From an optimization exercise on the open Yosys and OpenROAD flow, aimed at small area and a short achievable clock period; shortcuts taken in it are not production practice. The RTL was checked by simulation tests, not by an equivalence proof against the original design. Power figures rest on the tool's default switching activity, not on a simulated workload.

## design/flow/run.sh

```bash
#!/bin/bash
# synth_recipe.tcl (not shown) runs the flow's synth.tcl, then flattens the netlist and writes it again
# the make line also repeats each setting of config.mk as NAME=value (left out here)
make -C /OpenROAD-flow-scripts/flow DESIGN_CONFIG=/design/flow/config.mk WORK_HOME=/design/flow/orfs CLKGATE_MAP_FILE= SYNTH_SCRIPT=/design/flow/synth_recipe.tcl finish
```

## design/flow/config.mk

```make
export PLATFORM = sky130hd
export DESIGN_NAME = lab4
export DESIGN_NICKNAME = lab4
export VERILOG_FILES = /design/flow/design.v
export SDC_FILE = /design/flow/constraint.sdc
export NUM_CORES = 4
export LEC_CHECK = 0
export CAP_MARGIN = 20
export CORE_MARGIN = 2
export CORE_UTILIZATION = 40
export CTS_BUF_LIST = sky130_fd_sc_hd__clkbuf_8
export SETUP_SLACK_MARGIN = 5
export SLEW_MARGIN = 20
export SYNTH_HIERARCHICAL = 1
export SYNTH_MINIMUM_KEEP_SIZE = 0
```

## design/flow/constraint.sdc

```tcl
create_clock -name core_clock -period 13.0 [get_ports {clk}]
set_input_delay 2.6000 -clock core_clock [delete_from_list [all_inputs] [get_ports {clk}]]
set_output_delay 2.6000 -clock core_clock [all_outputs]
set_load 0.01 [all_outputs]
```

## design/flow/design.v

```verilog
module lab4(Dout, Din, clk, reset);
output  [17:0]  Dout;
input   [7:0]   Din;
input           clk, reset;
reg [7:0] r0, r1, r2, r3, r4, r5, r6, r7, r8, r9, r10;
reg [16:0] s;
wire pas1, pac2;
ha upas1 (.a(r1[0]), .b(r7[0]), .s(pas1), .co(pac2));
wire pas3, pac4;
fa upas3 (.a(r1[1]), .b(r7[1]), .c(pac2), .s(pas3), .co(pac4));
wire pas5, pac6;
fa upas5 (.a(r1[2]), .b(r7[2]), .c(pac4), .s(pas5), .co(pac6));
wire pas7, pac8;
fa upas7 (.a(r1[3]), .b(r7[3]), .c(pac6), .s(pas7), .co(pac8));
wire pas9, pac10;
fa upas9 (.a(r1[4]), .b(r7[4]), .c(pac8), .s(pas9), .co(pac10));
wire pas11, pac12;
fa upas11 (.a(r1[5]), .b(r7[5]), .c(pac10), .s(pas11), .co(pac12));
wire pas13, pac14;
fa upas13 (.a(r1[6]), .b(r7[6]), .c(pac12), .s(pas13), .co(pac14));
wire pas15, pac16;
fa upas15 (.a(r1[7]), .b(r7[7]), .c(pac14), .s(pas15), .co(pac16));
wire pbs17, pbc18;
ha upbs17 (.a(r2[0]), .b(r6[0]), .s(pbs17), .co(pbc18));
wire pbs19, pbc20;
fa upbs19 (.a(r2[1]), .b(r6[1]), .c(pbc18), .s(pbs19), .co(pbc20));
wire pbs21, pbc22;
fa upbs21 (.a(r2[2]), .b(r6[2]), .c(pbc20), .s(pbs21), .co(pbc22));
wire pbs23, pbc24;
fa upbs23 (.a(r2[3]), .b(r6[3]), .c(pbc22), .s(pbs23), .co(pbc24));
wire pbs25, pbc26;
fa upbs25 (.a(r2[4]), .b(r6[4]), .c(pbc24), .s(pbs25), .co(pbc26));
wire pbs27, pbc28;
fa upbs27 (.a(r2[5]), .b(r6[5]), .c(pbc26), .s(pbs27), .co(pbc28));
wire pbs29, pbc30;
fa upbs29 (.a(r2[6]), .b(r6[6]), .c(pbc28), .s(pbs29), .co(pbc30));
wire pbs31, pbc32;
fa upbs31 (.a(r2[7]), .b(r6[7]), .c(pbc30), .s(pbs31), .co(pbc32));
wire pcs33, pcc34;
ha upcs33 (.a(r3[0]), .b(r5[0]), .s(pcs33), .co(pcc34));
wire pcs35, pcc36;
fa upcs35 (.a(r3[1]), .b(r5[1]), .c(pcc34), .s(pcs35), .co(pcc36));
wire pcs37, pcc38;
fa upcs37 (.a(r3[2]), .b(r5[2]), .c(pcc36), .s(pcs37), .co(pcc38));
wire pcs39, pcc40;
fa upcs39 (.a(r3[3]), .b(r5[3]), .c(pcc38), .s(pcs39), .co(pcc40));
wire pcs41, pcc42;
fa upcs41 (.a(r3[4]), .b(r5[4]), .c(pcc40), .s(pcs41), .co(pcc42));
wire pcs43, pcc44;
fa upcs43 (.a(r3[5]), .b(r5[5]), .c(pcc42), .s(pcs43), .co(pcc44));
wire pcs45, pcc46;
fa upcs45 (.a(r3[6]), .b(r5[6]), .c(pcc44), .s(pcs45), .co(pcc46));
wire pcs47, pcc48;
fa upcs47 (.a(r3[7]), .b(r5[7]), .c(pcc46), .s(pcs47), .co(pcc48));
wire n49 = ~pas1;
wire n50 = ~pas3;
wire n51 = ~pas5;
wire n52 = ~pas7;
wire n53 = ~pas9;
wire n54 = ~pas11;
wire n55 = ~pas13;
wire n56 = ~pas15;
wire n57 = ~pac16;
wire pgs58, pgc59;
ha upgs58 (.a(pbs17), .b(n49), .s(pgs58), .co(pgc59));
wire pgs60, pgc61;
fa upgs60 (.a(pgc59), .b(pbs19), .c(n50), .s(pgs60), .co(pgc61));
wire pgs62, pgc63;
fa upgs62 (.a(pbs21), .b(pgc61), .c(n51), .s(pgs62), .co(pgc63));
wire pgs64, pgc65;
fa upgs64 (.a(pbs23), .b(n52), .c(pgc63), .s(pgs64), .co(pgc65));
wire pgs66, pgc67;
fa upgs66 (.a(pbs25), .b(n53), .c(pgc65), .s(pgs66), .co(pgc67));
wire pgs68, pgc69;
fa upgs68 (.a(pbs27), .b(n54), .c(pgc67), .s(pgs68), .co(pgc69));
wire pgs70, pgc71;
fa upgs70 (.a(pbs29), .b(n55), .c(pgc69), .s(pgs70), .co(pgc71));
wire pgs72, pgc73;
fa upgs72 (.a(pbs31), .b(n56), .c(pgc71), .s(pgs72), .co(pgc73));
wire pgs74, pgc75;
fa upgs74 (.a(pbc32), .b(n57), .c(pgc73), .s(pgs74), .co(pgc75));
wire n76 = ~pcs33;
wire n77 = ~pcs35;
wire n78 = ~pcs37;
wire n79 = ~pcs39;
wire n80 = ~pcs41;
wire n81 = ~pcs43;
wire n82 = ~pcs45;
wire n83 = ~pcs47;
wire n84 = ~pcc48;
wire pfs85, pfc86;
ha upfs85 (.a(r4[0]), .b(n76), .s(pfs85), .co(pfc86));
wire pfs87, pfc88;
fa upfs87 (.a(r4[1]), .b(pfc86), .c(n77), .s(pfs87), .co(pfc88));
wire pfs89, pfc90;
fa upfs89 (.a(r4[2]), .b(pfc88), .c(n78), .s(pfs89), .co(pfc90));
wire pfs91, pfc92;
fa upfs91 (.a(r4[3]), .b(n79), .c(pfc90), .s(pfs91), .co(pfc92));
wire pfs93, pfc94;
fa upfs93 (.a(r4[4]), .b(n80), .c(pfc92), .s(pfs93), .co(pfc94));
wire pfs95, pfc96;
fa upfs95 (.a(r4[5]), .b(n81), .c(pfc94), .s(pfs95), .co(pfc96));
wire pfs97, pfc98;
fa upfs97 (.a(r4[6]), .b(n82), .c(pfc96), .s(pfs97), .co(pfc98));
wire pfs99, pfc100;
fa upfs99 (.a(r4[7]), .b(n83), .c(pfc98), .s(pfs99), .co(pfc100));
wire pfs101, pfc102;
ha upfs101 (.a(n84), .b(pfc100), .s(pfs101), .co(pfc102));
wire n103 = ~r10[0];
wire n104 = ~r10[1];
wire n105 = ~r10[2];
wire n106 = ~r10[3];
wire n107 = ~r10[4];
wire n108 = ~r10[5];
wire n109 = ~r10[6];
wire n110 = ~r10[7];
wire ts111 = ~(r9[0] ^ r10[0]);
wire tc112 = r9[0] | r10[0];
wire ts113, tc114;
ha uts113 (.a(ts111), .b(pfs85), .s(ts113), .co(tc114));
wire ts115, tc116;
fa uts115 (.a(r9[1]), .b(r10[1]), .c(tc112), .s(ts115), .co(tc116));
wire ts117, tc118;
fa uts117 (.a(pas1), .b(ts115), .c(tc114), .s(ts117), .co(tc118));
wire ts119, tc120;
ha uts119 (.a(pfs87), .b(ts117), .s(ts119), .co(tc120));
wire ts121 = ~(r9[2] ^ r10[2]);
wire tc122 = r9[2] | r10[2];
wire ts123, tc124;
fa uts123 (.a(ts121), .b(pbs17), .c(pcs33), .s(ts123), .co(tc124));
wire ts125, tc126;
fa uts125 (.a(tc116), .b(pas3), .c(ts123), .s(ts125), .co(tc126));
wire ts127, tc128;
fa uts127 (.a(tc118), .b(ts125), .c(tc120), .s(ts127), .co(tc128));
wire ts129, tc130;
ha uts129 (.a(pfs89), .b(ts127), .s(ts129), .co(tc130));
wire ts131 = ~(r4[0] ^ r9[3]);
wire tc132 = r4[0] | r9[3];
wire ts133, tc134;
fa uts133 (.a(r10[3]), .b(n103), .c(tc122), .s(ts133), .co(tc134));
wire ts135, tc136;
fa uts135 (.a(ts131), .b(ts133), .c(pbs19), .s(ts135), .co(tc136));
wire ts137, tc138;
fa uts137 (.a(pcs35), .b(tc124), .c(pas5), .s(ts137), .co(tc138));
wire ts139, tc140;
fa uts139 (.a(tc126), .b(ts135), .c(ts137), .s(ts139), .co(tc140));
wire ts141, tc142;
fa uts141 (.a(tc128), .b(pfs91), .c(ts139), .s(ts141), .co(tc142));
wire ts143, tc144;
ha uts143 (.a(Din[3]), .b(tc130), .s(ts143), .co(tc144));
wire ts145 = ~(r4[1] ^ r9[0]);
wire tc146 = r4[1] | r9[0];
wire ts147, tc148;
fa uts147 (.a(r9[4]), .b(r10[4]), .c(n104), .s(ts147), .co(tc148));
wire ts149, tc150;
fa uts149 (.a(tc132), .b(ts145), .c(ts147), .s(ts149), .co(tc150));
wire ts151, tc152;
fa uts151 (.a(tc134), .b(pgs58), .c(ts149), .s(ts151), .co(tc152));
wire ts153, tc154;
fa uts153 (.a(tc136), .b(pbs21), .c(pcs37), .s(ts153), .co(tc154));
wire ts155, tc156;
fa uts155 (.a(pas7), .b(tc138), .c(ts151), .s(ts155), .co(tc156));
wire ts157, tc158;
fa uts157 (.a(ts153), .b(tc140), .c(ts155), .s(ts157), .co(tc158));
wire ts159, tc160;
fa uts159 (.a(Din[0]), .b(Din[4]), .c(pfs93), .s(ts159), .co(tc160));
wire ts161, tc162;
fa uts161 (.a(tc144), .b(tc142), .c(ts157), .s(ts161), .co(tc162));
wire ts163, tc164;
fa uts163 (.a(r4[2]), .b(r0[0]), .c(r8[0]), .s(ts163), .co(tc164));
wire ts165, tc166;
fa uts165 (.a(r9[1]), .b(r9[5]), .c(r10[5]), .s(ts165), .co(tc166));
wire ts167, tc168;
fa uts167 (.a(n105), .b(tc146), .c(tc148), .s(ts167), .co(tc168));
wire ts169, tc170;
fa uts169 (.a(ts163), .b(ts165), .c(pgs58), .s(ts169), .co(tc170));
wire ts171, tc172;
fa uts171 (.a(tc150), .b(ts167), .c(ts169), .s(ts171), .co(tc172));
wire ts173, tc174;
fa uts173 (.a(pgs60), .b(tc152), .c(pbs23), .s(ts173), .co(tc174));
wire ts175, tc176;
fa uts175 (.a(pcs39), .b(tc154), .c(ts171), .s(ts175), .co(tc176));
wire ts177, tc178;
fa uts177 (.a(pas9), .b(tc156), .c(ts173), .s(ts177), .co(tc178));
wire ts179, tc180;
fa uts179 (.a(Din[1]), .b(Din[5]), .c(ts175), .s(ts179), .co(tc180));
wire ts181, tc182;
fa uts181 (.a(tc158), .b(ts177), .c(ts179), .s(ts181), .co(tc182));
wire ts183, tc184;
fa uts183 (.a(pfs95), .b(tc160), .c(tc162), .s(ts183), .co(tc184));
wire ts185, tc186;
fa uts185 (.a(r4[3]), .b(r0[1]), .c(r8[1]), .s(ts185), .co(tc186));
wire ts187, tc188;
fa uts187 (.a(r9[2]), .b(r9[6]), .c(r10[6]), .s(ts187), .co(tc188));
wire ts189, tc190;
fa uts189 (.a(n106), .b(tc164), .c(tc166), .s(ts189), .co(tc190));
wire ts191, tc192;
fa uts191 (.a(ts185), .b(ts187), .c(pfs85), .s(ts191), .co(tc192));
wire ts193, tc194;
fa uts193 (.a(tc168), .b(ts189), .c(tc170), .s(ts193), .co(tc194));
wire ts195, tc196;
fa uts195 (.a(ts191), .b(pgs60), .c(ts193), .s(ts195), .co(tc196));
wire ts197, tc198;
fa uts197 (.a(tc172), .b(pgs62), .c(pbs25), .s(ts197), .co(tc198));
wire ts199, tc200;
fa uts199 (.a(pcs41), .b(tc174), .c(tc176), .s(ts199), .co(tc200));
wire ts201, tc202;
fa uts201 (.a(ts195), .b(Din[2]), .c(Din[6]), .s(ts201), .co(tc202));
wire ts203, tc204;
fa uts203 (.a(pas11), .b(tc178), .c(ts197), .s(ts203), .co(tc204));
wire ts205, tc206;
fa uts205 (.a(tc180), .b(ts199), .c(ts201), .s(ts205), .co(tc206));
wire ts207, tc208;
fa uts207 (.a(ts203), .b(tc182), .c(ts205), .s(ts207), .co(tc208));
wire ts209, tc210;
ha uts209 (.a(pfs97), .b(tc184), .s(ts209), .co(tc210));
wire ts211 = ~(r4[4] ^ r0[2]);
wire tc212 = r4[4] | r0[2];
wire ts213, tc214;
fa uts213 (.a(r8[2]), .b(r9[3]), .c(r9[7]), .s(ts213), .co(tc214));
wire ts215, tc216;
fa uts215 (.a(r10[7]), .b(n107), .c(ts211), .s(ts215), .co(tc216));
wire ts217, tc218;
fa uts217 (.a(tc186), .b(tc188), .c(ts213), .s(ts217), .co(tc218));
wire ts219, tc220;
fa uts219 (.a(ts215), .b(tc190), .c(ts217), .s(ts219), .co(tc220));
wire ts221, tc222;
fa uts221 (.a(tc192), .b(pfs87), .c(tc194), .s(ts221), .co(tc222));
wire ts223, tc224;
fa uts223 (.a(ts219), .b(pgs62), .c(tc196), .s(ts223), .co(tc224));
wire ts225, tc226;
fa uts225 (.a(ts221), .b(pgs64), .c(Din[3]), .s(ts225), .co(tc226));
wire ts227, tc228;
fa uts227 (.a(Din[7]), .b(pbs27), .c(pcs43), .s(ts227), .co(tc228));
wire ts229, tc230;
fa uts229 (.a(tc198), .b(tc200), .c(ts223), .s(ts229), .co(tc230));
wire ts231, tc232;
fa uts231 (.a(tc202), .b(ts225), .c(pas13), .s(ts231), .co(tc232));
wire ts233, tc234;
fa uts233 (.a(tc204), .b(ts227), .c(ts229), .s(ts233), .co(tc234));
wire ts235, tc236;
fa uts235 (.a(tc206), .b(ts231), .c(ts233), .s(ts235), .co(tc236));
wire ts237, tc238;
fa uts237 (.a(tc208), .b(tc210), .c(pfs99), .s(ts237), .co(tc238));
wire ts239 = ~(r4[5] ^ r0[3]);
wire tc240 = r4[5] | r0[3];
wire ts241, tc242;
fa uts241 (.a(r8[3]), .b(r9[4]), .c(n108), .s(ts241), .co(tc242));
wire ts243, tc244;
fa uts243 (.a(tc212), .b(ts239), .c(tc214), .s(ts243), .co(tc244));
wire ts245, tc246;
fa uts245 (.a(ts241), .b(tc216), .c(tc218), .s(ts245), .co(tc246));
wire ts247, tc248;
fa uts247 (.a(ts243), .b(tc220), .c(ts245), .s(ts247), .co(tc248));
wire ts249, tc250;
fa uts249 (.a(pfs89), .b(tc222), .c(ts247), .s(ts249), .co(tc250));
wire ts251, tc252;
fa uts251 (.a(pgs64), .b(Din[4]), .c(tc224), .s(ts251), .co(tc252));
wire ts253, tc254;
fa uts253 (.a(ts249), .b(pgs66), .c(tc226), .s(ts253), .co(tc254));
wire ts255, tc256;
fa uts255 (.a(pbs29), .b(pcs45), .c(tc228), .s(ts255), .co(tc256));
wire ts257, tc258;
fa uts257 (.a(tc230), .b(ts251), .c(ts253), .s(ts257), .co(tc258));
wire ts259, tc260;
fa uts259 (.a(pas15), .b(tc232), .c(ts255), .s(ts259), .co(tc260));
wire ts261, tc262;
fa uts261 (.a(tc234), .b(ts257), .c(ts259), .s(ts261), .co(tc262));
wire ts263, tc264;
fa uts263 (.a(tc236), .b(pfs101), .c(tc238), .s(ts263), .co(tc264));
wire ts265, tc266;
fa uts265 (.a(r4[6]), .b(r0[4]), .c(r8[4]), .s(ts265), .co(tc266));
wire ts267, tc268;
fa uts267 (.a(r9[5]), .b(n109), .c(tc240), .s(ts267), .co(tc268));
wire ts269, tc270;
fa uts269 (.a(tc242), .b(ts265), .c(ts267), .s(ts269), .co(tc270));
wire ts271, tc272;
fa uts271 (.a(tc244), .b(ts269), .c(tc246), .s(ts271), .co(tc272));
wire ts273, tc274;
fa uts273 (.a(tc248), .b(ts271), .c(pfs91), .s(ts273), .co(tc274));
wire ts275, tc276;
fa uts275 (.a(Din[5]), .b(tc250), .c(pgs66), .s(ts275), .co(tc276));
wire ts277, tc278;
fa uts277 (.a(ts273), .b(tc252), .c(pgs68), .s(ts277), .co(tc278));
wire ts279, tc280;
fa uts279 (.a(tc254), .b(ts275), .c(pac16), .s(ts279), .co(tc280));
wire ts281, tc282;
fa uts281 (.a(pbs31), .b(pcs47), .c(tc256), .s(ts281), .co(tc282));
wire ts283, tc284;
fa uts283 (.a(ts277), .b(tc258), .c(ts279), .s(ts283), .co(tc284));
wire ts285, tc286;
fa uts285 (.a(tc260), .b(ts281), .c(pfc102), .s(ts285), .co(tc286));
wire ts287, tc288;
fa uts287 (.a(ts283), .b(tc262), .c(ts285), .s(ts287), .co(tc288));
wire ts289, tc290;
fa uts289 (.a(r4[7]), .b(r0[5]), .c(r8[5]), .s(ts289), .co(tc290));
wire ts291, tc292;
fa uts291 (.a(r9[6]), .b(n110), .c(tc266), .s(ts291), .co(tc292));
wire ts293, tc294;
fa uts293 (.a(ts289), .b(tc268), .c(ts291), .s(ts293), .co(tc294));
wire ts295, tc296;
fa uts295 (.a(tc270), .b(ts293), .c(tc272), .s(ts295), .co(tc296));
wire ts297, tc298;
fa uts297 (.a(Din[6]), .b(ts295), .c(pfs93), .s(ts297), .co(tc298));
wire ts299, tc300;
fa uts299 (.a(tc274), .b(pgs68), .c(tc276), .s(ts299), .co(tc300));
wire ts301, tc302;
fa uts301 (.a(ts297), .b(pbc32), .c(pcc48), .s(ts301), .co(tc302));
wire ts303, tc304;
fa uts303 (.a(pgs70), .b(tc278), .c(ts299), .s(ts303), .co(tc304));
wire ts305, tc306;
fa uts305 (.a(tc280), .b(tc282), .c(ts301), .s(ts305), .co(tc306));
wire ts307, tc308;
fa uts307 (.a(ts303), .b(tc284), .c(ts305), .s(ts307), .co(tc308));
wire ts309, tc310;
ha uts309 (.a(tc286), .b(ts307), .s(ts309), .co(tc310));
wire ts311, tc312;
fa uts311 (.a(r0[6]), .b(r8[6]), .c(r9[7]), .s(ts311), .co(tc312));
wire ts313, tc314;
fa uts313 (.a(tc290), .b(ts311), .c(tc292), .s(ts313), .co(tc314));
wire ts315, tc316;
fa uts315 (.a(tc294), .b(ts313), .c(Din[7]), .s(ts315), .co(tc316));
wire ts317, tc318;
fa uts317 (.a(tc296), .b(ts315), .c(pfs95), .s(ts317), .co(tc318));
wire ts319, tc320;
fa uts319 (.a(tc298), .b(pgs70), .c(tc300), .s(ts319), .co(tc320));
wire ts321, tc322;
fa uts321 (.a(ts317), .b(tc302), .c(pgs72), .s(ts321), .co(tc322));
wire ts323, tc324;
fa uts323 (.a(tc304), .b(ts319), .c(tc306), .s(ts323), .co(tc324));
wire ts325, tc326;
fa uts325 (.a(ts321), .b(tc308), .c(ts323), .s(ts325), .co(tc326));
wire ts327 = ~(r0[7] ^ r8[7]);
wire tc328 = r0[7] | r8[7];
wire ts329, tc330;
fa uts329 (.a(ts327), .b(tc312), .c(tc314), .s(ts329), .co(tc330));
wire ts331, tc332;
fa uts331 (.a(ts329), .b(tc316), .c(pfs97), .s(ts331), .co(tc332));
wire ts333, tc334;
fa uts333 (.a(tc318), .b(pgs72), .c(tc320), .s(ts333), .co(tc334));
wire ts335, tc336;
fa uts335 (.a(ts331), .b(pgs74), .c(tc322), .s(ts335), .co(tc336));
wire ts337, tc338;
fa uts337 (.a(ts333), .b(tc324), .c(ts335), .s(ts337), .co(tc338));
wire ts339 = ~(tc328 ^ tc330);
wire tc340 = tc328 | tc330;
wire ts341, tc342;
fa uts341 (.a(ts339), .b(pfs99), .c(tc332), .s(ts341), .co(tc342));
wire ts343, tc344;
fa uts343 (.a(pgc75), .b(pgs74), .c(tc334), .s(ts343), .co(tc344));
wire ts345, tc346;
fa uts345 (.a(ts341), .b(tc336), .c(ts343), .s(ts345), .co(tc346));
wire ts347 = ~(tc340 ^ pfs101);
wire tc348 = tc340 | pfs101;
wire ts349, tc350;
fa uts349 (.a(pgc75), .b(tc342), .c(ts347), .s(ts349), .co(tc350));
wire ts351, tc352;
ha uts351 (.a(tc344), .b(ts349), .s(ts351), .co(tc352));
wire ts353 = ~(pfc102 ^ tc348);
wire tc354 = pfc102 | tc348;
wire ts355, tc356;
ha uts355 (.a(ts353), .b(tc350), .s(ts355), .co(tc356));
wire ts357 = ~(tc354 ^ tc356);
wire tc358 = tc354 | tc356;
wire tls359, tlc360;
ha utls359 (.a(ts113), .b(Din[0]), .s(tls359), .co(tlc360));
wire tls361, tlc362;
fa utls361 (.a(ts119), .b(Din[1]), .c(tlc360), .s(tls361), .co(tlc362));
wire tls363, tlc364;
fa utls363 (.a(Din[2]), .b(ts129), .c(tlc362), .s(tls363), .co(tlc364));
wire tls365, tlc366;
fa utls365 (.a(ts143), .b(ts141), .c(tlc364), .s(tls365), .co(tlc366));
wire tls367, tlc368;
fa utls367 (.a(ts159), .b(ts161), .c(tlc366), .s(tls367), .co(tlc368));
wire tls369, tlc370;
fa utls369 (.a(ts181), .b(ts183), .c(tlc368), .s(tls369), .co(tlc370));
wire tls371, tlc372;
fa utls371 (.a(ts207), .b(ts209), .c(tlc370), .s(tls371), .co(tlc372));
wire tls373, tlc374;
fa utls373 (.a(ts235), .b(ts237), .c(tlc372), .s(tls373), .co(tlc374));
wire tls375, tlc376;
fa utls375 (.a(ts261), .b(ts263), .c(tlc374), .s(tls375), .co(tlc376));
wire tls377, tlc378;
fa utls377 (.a(tc264), .b(ts287), .c(tlc376), .s(tls377), .co(tlc378));
wire [6:0] sh_a = {ts357, tc352, tc346, tc338, tc326, tc310, tc288};
wire [6:0] sh_b = {1'b0, ts355, ts351, ts345, ts337, ts325, ts309};
wire [6:0] sh0 = sh_a + sh_b;
wire [6:0] sh1 = sh_a + sh_b + 1'b1;
wire [16:0] s_next = {tlc378 ? sh1 : sh0, tls377, tls375, tls373, tls371, tls369, tls367, tls365, tls363, tls361, tls359};
always @(posedge clk) begin
    if (!reset) begin
        r0 <= 8'h00;
        r1 <= 8'hff;
        r2 <= 8'h00;
        r3 <= 8'hff;
        r4 <= 8'h00;
        r5 <= 8'hff;
        r6 <= 8'h00;
        r7 <= 8'hff;
        r8 <= 8'h00;
        r9 <= 8'h00;
        r10 <= 8'hff;
        s  <= 17'd130817;
    end else begin
        r0 <= Din;
        r1 <= ~r0;
        r2 <= ~r1;
        r3 <= ~r2;
        r4 <= ~r3;
        r5 <= ~r4;
        r6 <= ~r5;
        r7 <= ~r6;
        r8 <= ~r7;
        r9 <= r8;
        r10 <= ~r9;
        s  <= s_next;
    end
end
wire n379 = ~Din[0];
wire n380 = ~Din[1];
wire n381 = ~Din[2];
wire n382 = ~Din[3];
wire n383 = ~Din[4];
wire n384 = ~Din[5];
wire n385 = ~Din[6];
wire n386 = ~Din[7];
wire os387, oc388;
ha uos387 (.a(s[3]), .b(Din[0]), .s(os387), .co(oc388));
wire os389, oc390;
fa uos389 (.a(s[4]), .b(Din[1]), .c(n383), .s(os389), .co(oc390));
wire os391, oc392;
fa uos391 (.a(s[5]), .b(Din[2]), .c(n384), .s(os391), .co(oc392));
wire os393, oc394;
fa uos393 (.a(s[6]), .b(Din[3]), .c(n385), .s(os393), .co(oc394));
wire os395, oc396;
fa uos395 (.a(s[7]), .b(Din[4]), .c(n386), .s(os395), .co(oc396));
wire os397, oc398;
ha uos397 (.a(s[8]), .b(Din[5]), .s(os397), .co(oc398));
wire os399, oc400;
ha uos399 (.a(s[9]), .b(Din[6]), .s(os399), .co(oc400));
wire os401, oc402;
ha uos401 (.a(s[10]), .b(Din[7]), .s(os401), .co(oc402));
wire [11:0] lo = {oc402, oc400, oc398, oc396, oc394, oc392, oc390, oc388, n382, s[2], s[1], s[0]} + {1'b0, os401, os399, os397, os395, os393, os391, os389, os387, n381, n380, n379};
wire [5:0] hi0 = s[16:11];
wire [5:0] hi1 = s[16:11] + 6'd1;
assign Dout = {1'b0, lo[11] ? hi1 : hi0, lo[10:0]};
endmodule
module fa(a, b, c, s, co);
input a, b, c;
output s, co;
assign s = a ^ b ^ c;
assign co = (a & b) | (c & (a ^ b));
endmodule
module ha(a, b, s, co);
input a, b;
output s, co;
assign s = a ^ b;
assign co = a & b;
endmodule
```

==> results.txt <==
state kept, by name, summed over array words and instances, names as in the netlist:
signal  flops
s          17
r0          8
r10         8
r1          8
r2          8
r3          8
r4          8
r5          8
r6          8
r7          8
r8          8
r9          8
synth_stat cells (2+ instances only):
library cell | n | area (um^2)
sky130_fd_sc_hd__nand2_1 | 50 | 188
sky130_fd_sc_hd__o21ai_2 | 2 | 17.5
sky130_fd_sc_hd__and2_1 | 16 | 100
sky130_fd_sc_hd__ha_1 | 48 | 601
sky130_fd_sc_hd__clkbuf_1 | 11 | 41.3
sky130_fd_sc_hd__a21o_1 | 6 | 45.0
sky130_fd_sc_hd__nand2b_1 | 3 | 18.8
sky130_fd_sc_hd__dfxtp_1 | 105 | 2100
sky130_fd_sc_hd__a21oi_1 | 9 | 45.0
sky130_fd_sc_hd__fa_1 | 156 | 3120
sky130_fd_sc_hd__o21a_1 | 2 | 15.0
sky130_fd_sc_hd__o21ai_0 | 9 | 45.0
sky130_fd_sc_hd__and2b_1 | 2 | 15.0
sky130_fd_sc_hd__inv_1 | 75 | 282
sky130_fd_sc_hd__and4_1 | 2 | 17.5
sky130_fd_sc_hd__o2111ai_1 | 2 | 17.5
sky130_fd_sc_hd__nor2_1 | 50 | 188
sky130_fd_sc_hd__nor2b_1 | 4 | 25.0
sky130_fd_sc_hd__nor3_1 | 4 | 20.0
sky130_fd_sc_hd__a211oi_1 | 2 | 15.0
sky130_fd_sc_hd__xnor2_1 | 11 | 96.3
sky130_fd_sc_hd__xor2_1 | 7 | 61.3
sky130_fd_sc_hd__nand3_1 | 2 | 10.0
through the flow:
step                      utilization  hold slack (ns)  instance area [um^2]
final                           0.448            0.393                  8020
after global placement          0.435            0.368                  7790
after CTS                       0.446            0.394                  7990
after detailed placement        0.435            0.377                  7790
after floorplan                     -            0.358                  7280
after global routing            0.448            0.421                  8020
per-layer routing:
metal  GRT usage  wire, um  part of all wire  vias to the layer above
li1            -         -                 -                     1926
met1       0.228      6510              0.45                     2152
met2       0.272      7260              0.50                       53
met3      0.0359       466             0.032                       12
met4      0.0441       200             0.014                        0
met5           0         0                 0                        -
layout make-up:
class                      count  share of cell area
clock buffer                  10              0.0172
timing repair buffer          31              0.0321
clock inverter                 5             0.00390
sequential                   105               0.262
inverter                      75              0.0351
tap                          229              0.0357
multi-input combinational    409               0.614
cell families after synthesis:
family / share of synthesized area
adder cells (fa/ha/maj): 0.511
AND/OR/NAND/NOR: 0.0869
flip-flops: 0.289
buffers and inverters: 0.0453
AO/OA/AOI/OAI: 0.0424
XOR/XNOR: 0.0216
multiplexers: 0.00343
other: 0.000515
Yosys stat by module (local to each module, per instance):
| module | cells | flops+latches | times used | area [um^2] |
|---|---|---|---|---|
| fa | 1 | 0 | 154 | 20.0 |
| ha | 1 | 0 | 19 | 12.5 |
| lab4 | 428 | 105 | 1 | 3960 |
worst min-delay path by stage:
stage,startpoint,endpoint,cells after the start
2_1_floorplan,r9[0],r10[0],1
3_3_place_gp,r9[0],r10[0],1
3_5_place_dp,r9[0],r10[0],1
4_1_cts,r9[0],r10[0],1
5_1_grt,r9[0],r10[0],1
6_report,r0[7],r1[7],1
repair_timing:
item	in CTS	in global routing
pin swaps	3	4
endpoints found under the setup margin	10	7
resized for setup	40	18
setup buffers	1	2
hold buffers	0	0
cells in the final DEF (no fill, tap or decap), drive strengths merged, types with 2 or more instances in the layout:
| cell | n |
|---|---|
| inv | 78 |
| nor3 | 4 |
| and4 | 2 |
| a21oi | 9 |
| ha | 48 |
| a211oi | 2 |
| nor2 | 50 |
| a21o | 7 |
| dfxtp | 105 |
| xor2 | 7 |
| clkbuf | 13 |
| xnor2 | 11 |
| nand2 | 50 |
| o2111ai | 2 |
| clkinv | 2 |
| nand3 | 2 |
| dlygate4sd2 | 5 |
| nor2b | 4 |
| and2b | 2 |
| and2 | 17 |
| o21a | 2 |
| fa | 156 |
| buf | 10 |
| o21ai | 11 |
| nand2b | 3 |
| clkdlybuf4s50 | 10 |
power groups by stage:
stage	registers, uW	logic, uW	clock network [uW]
6_report	367	948	187
5_1_grt	371	1090	203
4_1_cts	368	948	195
3_5_place_dp	375	942	0
3_3_place_gp	374	924	0
2_1_floorplan	370	692	0
==> results.txt <==
largest buffer count on any clock path 2; total of warnings raised by yosys 7; number of nets produced by synthesis 815; antenna violations before repair 0; critical path buffer and inverter count 2; clock root buffer master sky130_fd_sc_hd__clkbuf_8; cell depth of the worst setup path 10; worst-margin pin slew 0.677 ns; maximum number of pins on one net before global-route repair 66; IO buf count 26; required arrival time at the worst endpoint 10.40 ns; total standard cell area after synthesis 7280 um^2; clock-pin slew reported for the worst setup and hold paths after clock tree synthesis 0.10 ns; count of inserted antenna diode cells 0; mean instance size in the synthesized netlist 12.1 um^2; class of the tightest hold or removal check register to register; largest fanout on the critical path 6; type of the worst setup path input pin to primary output; via count of the first global-routing pass around 4800; number of maximum-capacitance constraint violations 0; path depth of the worst reg2reg path 20; final hold violation count 0; critical-path cell list clkdlybuf4s15_2 -> fa_1 -> ha_4 -> a21o_1 -> o21ai_2 -> a31oi_4 -> a221o_1 -> or2_4 -> mux2_4 -> dlygate4sd2_1; total placed cells including tap cells about 850; family with the most delay on the worst path compound AO/OA/AOI/OAI gates; EDFF count, synth 0; CP Data Arrival Time 5.32 ns; IO Pins 28; Setup Skew 0.00936 ns; antenna violation net count after detailed routing 0; final routed DRC violation total 0; area of all sequential standard cells between 2000 and 2500 um^2; sequential power share 0.245; r2r setup slk between 5 and 6 ns; cell leakage power 0.00363 uW; total overflow reported by the global router 0; die outline height ~140 um; GR Util All Layers 0.167; detailed-route wire length 14.4 mm; Setup TNS Final 0 ns; final setup margin 5.08 ns; combinational fraction of design power 0.631; Cell Pwr Density 187 nW/um^2; clock network fraction of design power 0.124; total half-perimeter wirelength after legalization and detailed placement 12.3 mm; origin of the critical flop-to-flop path r1[0]; sequential cell area fraction in the yosys report 0.289; Via Count roughly 4100; maximum clock frequency around 130 MHz; number of H-tree branching levels 3; ys async rst share 0; fraction of final layout cells with drive strength greater than 1 0.0693; critical path's largest stage delay 0.47 ns; WL/cell 16.7 um; worst-case headroom to the max-slew limit 0.549; Internal Power 898 uW; Synth Flop Type sky130_fd_sc_hd__dfxtp_1; max-slew violations 0; number of detailed-route iterations in the first pass 4; pre-CTS setup slack 4.29 ns; Switch Pwr 603 uW; placeable core region 17900 um^2; final setup violation count 0; RD Place Congestion 0.855; Final Critical Period 7.92 ns; R2R Path End s[16]; overall die width 139 um; global-route wire length before repair 24.8 mm; slowest cell on the critical path sky130_fd_sc_hd__fa_1; Avg Vias per Cell 4.80; critical path endpoint category primary output; effective utilization at floorplan 0.407; switching power as a share of total power 0.402; number of core rows 49; number of standard cells in the final layout excluding fillers 864; TritonCTS clock tree built; timing startpoint of the critical path Din[2]; First DRT Iteration DRCs 178; signed area change from the synthesized netlist to the final layout 10.1%; cell count after synthesis around 600; run status timing/DRC/antenna clean; layout filler cell count about 1700; total power 1500 uW; count of cell types in the netlist 46; clock latency of the later-clocked register in the worst-skew pair 0.38 ns; area of combinational cells with multiple inputs 4920 um^2; setup repair after global routing missed its margin no; ratio of final minimum period to clock period 0.609; number of flip-flops and latches in the synthesized netlist 105; Critical Path Start Type input pin; Num Clock Sinks 105; CTS buffer count 9; Final nets roughly 850; capture point of the worst path Dout[12]; Total Die Area 19300 um^2; largest voltage drop on the vdd net 0.149 mV

==> port drivers added, routing unchanged <==
The flow's constraints put no driver on any port. The routed layout listed below was extracted and timed again, unchanged, in two steps.
Step 1 (the two cells are an assumption about what drives the block):
set clk [get_ports {clk}]
set_driving_cell -lib_cell sky130_fd_sc_hd__clkbuf_16 $clk
set_driving_cell -lib_cell sky130_fd_sc_hd__buf_2 [delete_from_list [all_inputs] $clk]
Step 2, shift: input delay + t, output delay - t, t = (earliest + latest rising clock arrival at the registers) / 2. This alone moves slack from input paths to output paths.
Three values: no drivers, after step 1, after step 2; two values: the first two.
t (ns): 0.419
setup slack, ns: 5.081 / 5.055 / 5.055
worst setup path after step 2: input to output
worst data-port slew with drivers (ns): 0.04
After both steps this run still meets setup and hold. For this run, drivers alone change the setup slack by -0.026 ns; drivers and shift together by -0.026 ns.
